Context: an optimization exercise on an open-source flow, tuned for small area, a short achievable clock period and few clock cycles. The choices shown serve that exercise and are no tape-out recipe.
In this exercise RTL edits were held to simulation tests only and were not proved equivalent to the original.
No activity file was given, so power comes from the tool's default toggle rates.

==> v25: inputs <==
==> flow/design.v <==
`default_nettype none
module RiscvFemto (
    input var logic clk,
    input var logic rstn,
    input var logic [31:0] memIn,
    output var logic [31:0] memAddr,
    output var logic memRead,
    output var logic [3:0] memWstrb,
    output var logic [31:0] memWrite
);
logic [31:0] regFile [32];
logic        wbEn;       
logic [4:0]  wbRd;
logic [31:0] wbData;
always_ff @(posedge clk) begin
    if (wbEn) regFile[wbRd] <= wbData;
end
logic        dArrive;    
logic        dHeld;      
logic [31:0] instrD;
logic [31:2] dPC;        
logic        eValid;
logic        eLoad, eStore, eBranch, eJump, eWr;
logic [4:0]  eRd;
logic [2:0]  eF3;
logic        eSra;
logic        eSelAdd, eSelSll, eSelSlt, eSelSltu, eSelXor, eSelSr, eSelOr, eSelAnd, eSelLink;
logic [31:0] rs1E;
logic [31:0] opBE;       
logic        cinE;       
logic [31:0] sdE;        
logic [31:2] targetE;    
logic        ldPend;     
logic        ldWr;
logic [4:0]  ldRd;
logic [2:0]  ldF3;
logic [1:0]  ldA;
wire [32:0] aluSum = {1'b0, rs1E} + {1'b0, opBE} + {32'b0, cinE};
wire aluCarry = aluSum[32];
wire aluEq = &(rs1E ^ opBE);                  
wire aluLtu = !aluCarry;
wire aluLt = aluCarry ^ rs1E[31] ^ opBE[31];
wire [4:0] shamt = opBE[4:0];
wire [31:0] rs1Flip;
for (genvar i = 0; i < 32; i++) assign rs1Flip[i] = rs1E[31-i];
wire [31:0] shIn = eSelSll ? rs1Flip : rs1E;
wire [31:0] shOut = 32'(signed'({eSra & rs1E[31], shIn}) >>> shamt);
wire [31:0] shFlip;
for (genvar i = 0; i < 32; i++) assign shFlip[i] = shOut[31-i];
wire [31:0] eResult =
      ({32{eSelAdd}}  & aluSum[31:0])
    | ({32{eSelSll}}  & shFlip)
    | ({32{eSelSr}}   & shOut)
    | ({32{eSelSlt}}  & {31'b0, aluLt})
    | ({32{eSelSltu}} & {31'b0, aluLtu})
    | ({32{eSelXor}}  & (rs1E ^ opBE))
    | ({32{eSelOr}}   & (rs1E | opBE))
    | ({32{eSelAnd}}  & (rs1E & opBE))
    | ({32{eSelLink}} & {targetE, 2'b00});
logic takeBranch;
always_comb begin
    case (eF3[2:1])
        2'b00: takeBranch = aluEq;
        2'b10: takeBranch = aluLt;
        2'b11: takeBranch = aluLtu;
        default: takeBranch = 1'b0;
    endcase
    takeBranch = takeBranch ^ eF3[0];
end
wire eMem = eValid & (eLoad | eStore);
wire eToSum = eValid & (eLoad | eStore | eJump);
wire eTaken = eValid & eBranch & takeBranch;
wire redirect = eValid & (eJump | (eBranch & takeBranch));
wire [31:2] fPC = dPC + 30'd1;
assign memRead = 1'b1;
assign memAddr = eToSum ? aluSum[31:0]
    : eTaken ? {targetE, 2'b00}
    : {fPC, 2'b00};
wire [1:0] ea = aluSum[1:0];
wire [3:0] storeMask = (eF3[1:0] == 2'b00) ? (4'b0001 << ea)
    : (eF3[1:0] == 2'b01) ? (ea[1] ? 4'b1100 : 4'b0011)
    : 4'b1111;
assign memWstrb = (eValid & eStore) ? storeMask : 4'b0000;
assign memWrite = sdE;
wire [15:0] ldHalf = ldA[1] ? memIn[31:16] : memIn[15:0];
wire [7:0] ldByte = ldA[0] ? ldHalf[15:8] : ldHalf[7:0];
wire ldSign = !ldF3[2] & (ldF3[0] ? ldHalf[15] : ldByte[7]);
wire [31:0] loadData = (ldF3[1:0] == 2'b00) ? {{24{ldSign}}, ldByte}
    : (ldF3[1:0] == 2'b01) ? {{16{ldSign}}, ldHalf}
    : memIn;
assign wbEn = ldPend ? ldWr : (eValid & eWr);
assign wbRd = ldPend ? ldRd : eRd;
assign wbData = ldPend ? loadData : eResult;
wire [31:0] iD = dArrive ? memIn : instrD;
wire dValid = dArrive | dHeld;
wire [4:0] op = iD[6:2];
wire [2:0] f3 = iD[14:12];
wire [4:0] rdId = iD[11:7];
wire [4:0] rs1Id = iD[19:15];
wire [4:0] rs2Id = iD[24:20];
wire dLoad   = !op[4] & !op[3] & !op[2];
wire dStore  = !op[4] &  op[3] & !op[2];
wire dOpImm  = !op[4] & !op[3] &  op[2] & !op[0];
wire dAuipc  = !op[4] & !op[3] &  op[2] &  op[0];
wire dOp     = !op[4] &  op[3] &  op[2] & !op[0];
wire dLui    = !op[4] &  op[3] &  op[2] &  op[0];
wire dBranch =  op[4] & !op[0];
wire dJalr   =  op[4] &  op[0] & !op[1];
wire dJal    =  op[4] &  op[1];
wire dAlu = dOp | dOpImm;
wire [31:0] immI = {{20{iD[31]}}, iD[31:20]};
wire [31:0] immS = {{20{iD[31]}}, iD[31:25], iD[11:7]};
wire [31:0] immB = {{19{iD[31]}}, iD[31], iD[7], iD[30:25], iD[11:8], 1'b0};
wire [31:0] immJ = {{11{iD[31]}}, iD[31], iD[19:12], iD[20], iD[30:21], 1'b0};
wire [31:0] immU = {iD[31:12], 12'b0};
wire [31:0] rf1 = regFile[rs1Id];
wire [31:0] rf2 = regFile[rs2Id];
wire [31:0] rs1v = (rs1Id == 5'd0) ? 32'd0 : (wbEn && wbRd == rs1Id) ? wbData : rf1;
wire [31:0] rs2v = (rs2Id == 5'd0) ? 32'd0 : (wbEn && wbRd == rs2Id) ? wbData : rf2;
wire dSub = dBranch | (dOp & iD[30] & (f3 == 3'b000)) | (dAlu & (f3[2:1] == 2'b01));
wire [31:0] immOp = dStore ? immS : dJal ? immJ : (dLui | dAuipc) ? immU : immI;
wire [31:0] opB = (dOp | dBranch) ? rs2v : immOp;
wire [31:0] opA = dLui ? 32'd0 : (dAuipc | dJal) ? {dPC, 2'b00} : rs1v;
wire [31:2] pcPlusImm = dPC + (dBranch ? immB[31:2] : 30'd1);
wire dAdvance = dValid & !redirect & !(eValid & eLoad);
always_ff @(posedge clk) begin
    rs1E <= opA;
    opBE <= dSub ? ~opB : opB;
    cinE <= dSub;
    sdE <= (f3[1:0] == 2'b00) ? {4{rs2v[7:0]}}
        : (f3[1:0] == 2'b01) ? {2{rs2v[15:0]}}
        : rs2v;
    targetE <= pcPlusImm;
    eLoad <= dLoad;
    eStore <= dStore;
    eBranch <= dBranch;
    eJump <= dJal | dJalr;
    eWr <= !(dBranch | dStore | dLoad) & (rdId != 5'd0);
    eRd <= rdId;
    eF3 <= f3;
    eSra <= iD[30];
    eSelAdd  <= (dAlu & (f3 == 3'b000)) | dLui | dAuipc;
    eSelSll  <= dAlu & (f3 == 3'b001);
    eSelSlt  <= dAlu & (f3 == 3'b010);
    eSelSltu <= dAlu & (f3 == 3'b011);
    eSelXor  <= dAlu & (f3 == 3'b100);
    eSelSr   <= dAlu & (f3 == 3'b101);
    eSelOr   <= dAlu & (f3 == 3'b110);
    eSelAnd  <= dAlu & (f3 == 3'b111);
    eSelLink <= dJal | dJalr;
    instrD <= iD;
    if (!eMem) dPC <= memAddr[31:2];
    ldWr <= eLoad & (eRd != 5'd0);
    ldRd <= eRd;
    ldF3 <= eF3;
    ldA <= ea;
    dArrive <= !eMem;
    dHeld <= dValid & !redirect & eValid & eLoad;
    eValid <= dAdvance;
    ldPend <= eValid & eLoad;
    if (!rstn) begin
        dArrive <= 1'b0;
        dHeld <= 1'b0;
        eValid <= 1'b0;
        ldPend <= 1'b0;
        dPC <= '1;
    end
end
endmodule
`default_nettype wire
==> flow/run.sh <==
#!/bin/bash
# synth_recipe.tcl (not shown) runs the flow's synth.tcl, then flattens the netlist and writes it again
# the make line also repeats each setting of config.mk as NAME=value (left out here)
make -C /OpenROAD-flow-scripts/flow DESIGN_CONFIG=/design/flow/config.mk WORK_HOME=/design/flow/orfs CLKGATE_MAP_FILE= SYNTH_SCRIPT=/design/flow/synth_recipe.tcl finish
==> flow/config.mk <==
export PLATFORM = sky130hd
export DESIGN_NAME = RiscvFemto
export DESIGN_NICKNAME = RiscvFemto
export VERILOG_FILES = /design/flow/design.v
export SDC_FILE = /design/flow/constraint.sdc
export NUM_CORES = 4
export LEC_CHECK = 0
export CAP_MARGIN = 20
export CORE_MARGIN = 2
export CORE_UTILIZATION = 40
export SLEW_MARGIN = 20
==> flow/constraint.sdc <==
create_clock -name core_clock -period 10.0 [get_ports {clk}]
set_input_delay 2.0000 -clock core_clock [delete_from_list [all_inputs] [get_ports {clk}]]
set_output_delay 2.0000 -clock core_clock [all_outputs]
set_load 0.01 [all_outputs]
==> v26: changes against v25 <==
--- a/flow/design.v
+++ b/flow/design.v
@@ -10,3 +10,3 @@
 );
-logic [31:0] regFile [32];
+logic [31:0] regFile [1:31];
 logic        wbEn;       
@@ -17,2 +17,12 @@
 end
+logic [31:2] busAddr;
+logic        busFetch;   
+logic        busLoad;    
+logic [3:0]  busWstrb;
+logic [31:0] busWdata;
+logic [31:2] nextFetch;  
+logic        btbV;       
+logic [31:2] btbPC;
+logic [31:2] btbTgt;
+logic        iPred;      
 logic        dArrive;    
@@ -20,5 +30,7 @@
 logic [31:0] instrD;
+logic        predD;      
 logic [31:2] dPC;        
 logic        eValid;
-logic        eLoad, eStore, eBranch, eJump, eWr;
+logic        eLoad, eStore, eBranch, eJal, eJalr, eWr;
+logic        ePred;      
 logic [4:0]  eRd;
@@ -32,7 +44,6 @@
 logic [31:2] targetE;    
-logic        ldPend;     
-logic        ldWr;
-logic [4:0]  ldRd;
-logic [2:0]  ldF3;
-logic [1:0]  ldA;
+logic        ldWrM, ldW, ldWrW;
+logic [4:0]  ldRdM, ldRdW;
+logic [2:0]  ldF3M, ldF3W;
+logic [1:0]  ldAM, ldAW;
 wire [32:0] aluSum = {1'b0, rs1E} + {1'b0, opBE} + {32'b0, cinE};
@@ -70,10 +81,3 @@
 wire eMem = eValid & (eLoad | eStore);
-wire eToSum = eValid & (eLoad | eStore | eJump);
-wire eTaken = eValid & eBranch & takeBranch;
-wire redirect = eValid & (eJump | (eBranch & takeBranch));
-wire [31:2] fPC = dPC + 30'd1;
-assign memRead = 1'b1;
-assign memAddr = eToSum ? aluSum[31:0]
-    : eTaken ? {targetE, 2'b00}
-    : {fPC, 2'b00};
+wire redirect = eValid & (eJalr | (eJal & !ePred) | (eBranch & (takeBranch ^ ePred)));
 wire [1:0] ea = aluSum[1:0];
@@ -82,14 +86,13 @@
     : 4'b1111;
-assign memWstrb = (eValid & eStore) ? storeMask : 4'b0000;
-assign memWrite = sdE;
-wire [15:0] ldHalf = ldA[1] ? memIn[31:16] : memIn[15:0];
-wire [7:0] ldByte = ldA[0] ? ldHalf[15:8] : ldHalf[7:0];
-wire ldSign = !ldF3[2] & (ldF3[0] ? ldHalf[15] : ldByte[7]);
-wire [31:0] loadData = (ldF3[1:0] == 2'b00) ? {{24{ldSign}}, ldByte}
-    : (ldF3[1:0] == 2'b01) ? {{16{ldSign}}, ldHalf}
+wire [15:0] ldHalf = ldAW[1] ? memIn[31:16] : memIn[15:0];
+wire [7:0] ldByte = ldAW[0] ? ldHalf[15:8] : ldHalf[7:0];
+wire ldSign = !ldF3W[2] & (ldF3W[0] ? ldHalf[15] : ldByte[7]);
+wire [31:0] loadData = (ldF3W[1:0] == 2'b00) ? {{24{ldSign}}, ldByte}
+    : (ldF3W[1:0] == 2'b01) ? {{16{ldSign}}, ldHalf}
     : memIn;
-assign wbEn = ldPend ? ldWr : (eValid & eWr);
-assign wbRd = ldPend ? ldRd : eRd;
-assign wbData = ldPend ? loadData : eResult;
+assign wbEn = ldW ? ldWrW : (eValid & eWr);
+assign wbRd = ldW ? ldRdW : eRd;
+assign wbData = ldW ? loadData : eResult;
 wire [31:0] iD = dArrive ? memIn : instrD;
+wire dPred = dArrive ? iPred : predD;
 wire dValid = dArrive | dHeld;
@@ -110,2 +113,4 @@
 wire dAlu = dOp | dOpImm;
+wire dUseRs1 = !(dLui | dAuipc | dJal);
+wire dUseRs2 = dOp | dBranch | dStore;
 wire [31:0] immI = {{20{iD[31]}}, iD[31:20]};
@@ -115,6 +120,13 @@
 wire [31:0] immU = {iD[31:12], 12'b0};
-wire [31:0] rf1 = regFile[rs1Id];
-wire [31:0] rf2 = regFile[rs2Id];
-wire [31:0] rs1v = (rs1Id == 5'd0) ? 32'd0 : (wbEn && wbRd == rs1Id) ? wbData : rf1;
-wire [31:0] rs2v = (rs2Id == 5'd0) ? 32'd0 : (wbEn && wbRd == rs2Id) ? wbData : rf2;
+logic [31:0] rf1, rf2;
+always_comb begin
+    rf1 = '0;
+    rf2 = '0;
+    for (int i = 1; i < 32; i++) begin
+        rf1 = rf1 | (regFile[i] & {32{rs1Id == 5'(i)}});
+        rf2 = rf2 | (regFile[i] & {32{rs2Id == 5'(i)}});
+    end
+end
+wire [31:0] rs1v = (wbEn && wbRd == rs1Id) ? wbData : rf1;
+wire [31:0] rs2v = (wbEn && wbRd == rs2Id) ? wbData : rf2;
 wire dSub = dBranch | (dOp & iD[30] & (f3 == 3'b000)) | (dAlu & (f3[2:1] == 2'b01));
@@ -123,4 +135,18 @@
 wire [31:0] opA = dLui ? 32'd0 : (dAuipc | dJal) ? {dPC, 2'b00} : rs1v;
-wire [31:2] pcPlusImm = dPC + (dBranch ? immB[31:2] : 30'd1);
-wire dAdvance = dValid & !redirect & !(eValid & eLoad);
+wire [31:2] pcPlusImm = dPC + (dJal ? immJ[31:2] : immB[31:2]);
+wire [31:2] pcPlus4 = dPC + 30'd1;
+wire hazard = eValid & eLoad & (eRd != 5'd0)
+    & ((dUseRs1 & (rs1Id == eRd)) | (dUseRs2 & (rs2Id == eRd))
+       | (!(dBranch | dStore) & (rdId == eRd)));
+wire dAdvance = dValid & !redirect & !busLoad & !hazard;
+wire dHold = dValid & !redirect & !dAdvance;
+wire predict = dValid & !dPred & !redirect & !busLoad & !eMem & (dJal | (dBranch & iD[31]));
+wire fetchKept = busFetch & !redirect & !dHold & !predict;
+wire btbHit = btbV & (busAddr == btbPC);
+wire [31:2] predFetch = btbHit ? btbTgt : busAddr + 30'd1;
+wire [31:2] seqFetch = busFetch ? predFetch : nextFetch;
+assign memRead = 1'b1;
+assign memAddr = {busAddr, 2'b00};
+assign memWstrb = busWstrb;
+assign memWrite = busWdata;
 always_ff @(posedge clk) begin
@@ -132,3 +158,4 @@
         : rs2v;
-    targetE <= pcPlusImm;
+    targetE <= (dJal | dJalr | (dBranch & (predict | dPred))) ? pcPlus4 : pcPlusImm;
+    ePred <= predict | dPred;
     eLoad <= dLoad;
@@ -136,3 +163,4 @@
     eBranch <= dBranch;
-    eJump <= dJal | dJalr;
+    eJal <= dJal;
+    eJalr <= dJalr;
     eWr <= !(dBranch | dStore | dLoad) & (rdId != 5'd0);
@@ -151,12 +179,45 @@
     instrD <= iD;
-    if (!eMem) dPC <= memAddr[31:2];
-    ldWr <= eLoad & (eRd != 5'd0);
-    ldRd <= eRd;
-    ldF3 <= eF3;
-    ldA <= ea;
-    dArrive <= !eMem;
-    dHeld <= dValid & !redirect & eValid & eLoad;
+    predD <= dPred;
+    if (dValid & dBranch & iD[31]) begin
+        btbV <= 1'b1;
+        btbPC <= dPC;
+        btbTgt <= pcPlusImm;
+    end
+    if (busFetch & !(dValid & hazard)) dPC <= busAddr;
+    if (busFetch) nextFetch <= (dValid & hazard) ? busAddr : predFetch;
+    iPred <= btbHit;
+    busWdata <= sdE;
+    if (eMem) begin
+        busAddr <= aluSum[31:2];
+        busFetch <= 1'b0;
+    end else if (redirect) begin
+        busAddr <= (eJal | eJalr) ? aluSum[31:2] : targetE;
+        busFetch <= 1'b1;
+    end else if (predict) begin
+        busAddr <= pcPlusImm;
+        busFetch <= 1'b1;
+    end else begin
+        busAddr <= seqFetch;
+        busFetch <= 1'b1;
+    end
+    busWstrb <= (eValid & eStore) ? storeMask : 4'b0000;
+    busLoad <= eValid & eLoad;
+    ldWrM <= eRd != 5'd0;
+    ldRdM <= eRd;
+    ldF3M <= eF3;
+    ldAM <= ea;
+    ldW <= busLoad;
+    ldWrW <= ldWrM;
+    ldRdW <= ldRdM;
+    ldF3W <= ldF3M;
+    ldAW <= ldAM;
+    dArrive <= fetchKept;
+    dHeld <= dHold;
     eValid <= dAdvance;
-    ldPend <= eValid & eLoad;
     if (!rstn) begin
+        busAddr <= '0;
+        busFetch <= 1'b1;
+        busLoad <= 1'b0;
+        busWstrb <= 4'b0000;
+        ldW <= 1'b0;
         dArrive <= 1'b0;
@@ -164,4 +225,3 @@
         eValid <= 1'b0;
-        ldPend <= 1'b0;
-        dPC <= '1;
+        btbV <= 1'b0;
     end
- CAP_MARGIN: 20 -> 30
- CTS_BUF_LIST: unset -> sky130_fd_sc_hd__clkbuf_4 sky130_fd_sc_hd__clkbuf_8
- SETUP_SLACK_MARGIN: unset -> 5
- SLEW_MARGIN: 20 -> 40
==> results.txt <==
| metric | v25 | v26 |
|---|---|---|
| Well-tap cell count | 2,218 | 2,204 |
| Internal Dissipation | 0.0124 W | 0.0159 W |
| Leading cell type in the layout, fill and taps excluded | sky130_fd_sc_hd__nand2_1 | sky130_fd_sc_hd__edfxtp_1 |
| Global router's overall resource usage | 34.1% | 39.4% |
| Synth Instances | 7,357 | 5,472 |
| Max frequency | 121 MHz | 193 MHz |
| Die span in x | 416 microns | 413 microns |
| Status | finished clean | finished clean |
| Final Cycle Share | 82.5% | 51.7% |
| Cell leakage power | 28.1 nW | 27.5 nW |
| Unrepaired setup endpoints after global routing | no | yes |
| Required time at the endpoint of the critical path | 8000 ps | 10,910 ps |
| Buffers inserted during post-CTS setup optimization | 0 | 35 |
| Origin of the worst setup path | rs1E[0] | memIn[16] |
| Mean instance size in the synthesized netlist | 9.25 sq um | 12.2 sq um |
| Power dissipated in sequential cells | 0.00735 W | 0.00939 W |
| Die H | 416 microns | 413 microns |
| Met2 usage in global routing | 50.0% | 52.7% |
| Placeable Area | 169,000 sq um | 167,000 sq um |
Testbench counts of v25, summed over its fixed seeds: cycles 114,489.
Testbench counts of v26, summed over its fixed seeds: cycles 117,232.

==> separate check: timing with driven ports <==
Ports are ideal in the flow. The routed layouts listed here were re-timed in OpenROAD. Step 1 sets driving cells, clkbuf_16 on the clock port and buf_2 on the other inputs (assumed; they add their load-dependent delay and slew). Step 2 times the ports against the registers' clock, not the clock port: input delays grow and output delays shrink by t, the midpoint of the rising clock arrivals with the driver on. a / b / c = no drivers / after step 1 / after step 2; a / b = the first two.
run	t, ns	setup WS [ns]	worst data-port slew with drivers (ns)
v25	0.882	1.752 / 1.671 / 2.295	0.04
v26	1.075	4.830 / 4.882 / 3.807	0.04
After both steps every run listed still meets setup and hold. The setup slack of v26, which loses most, moves by +0.052 ns with the drivers and by -1.023 ns with both steps.
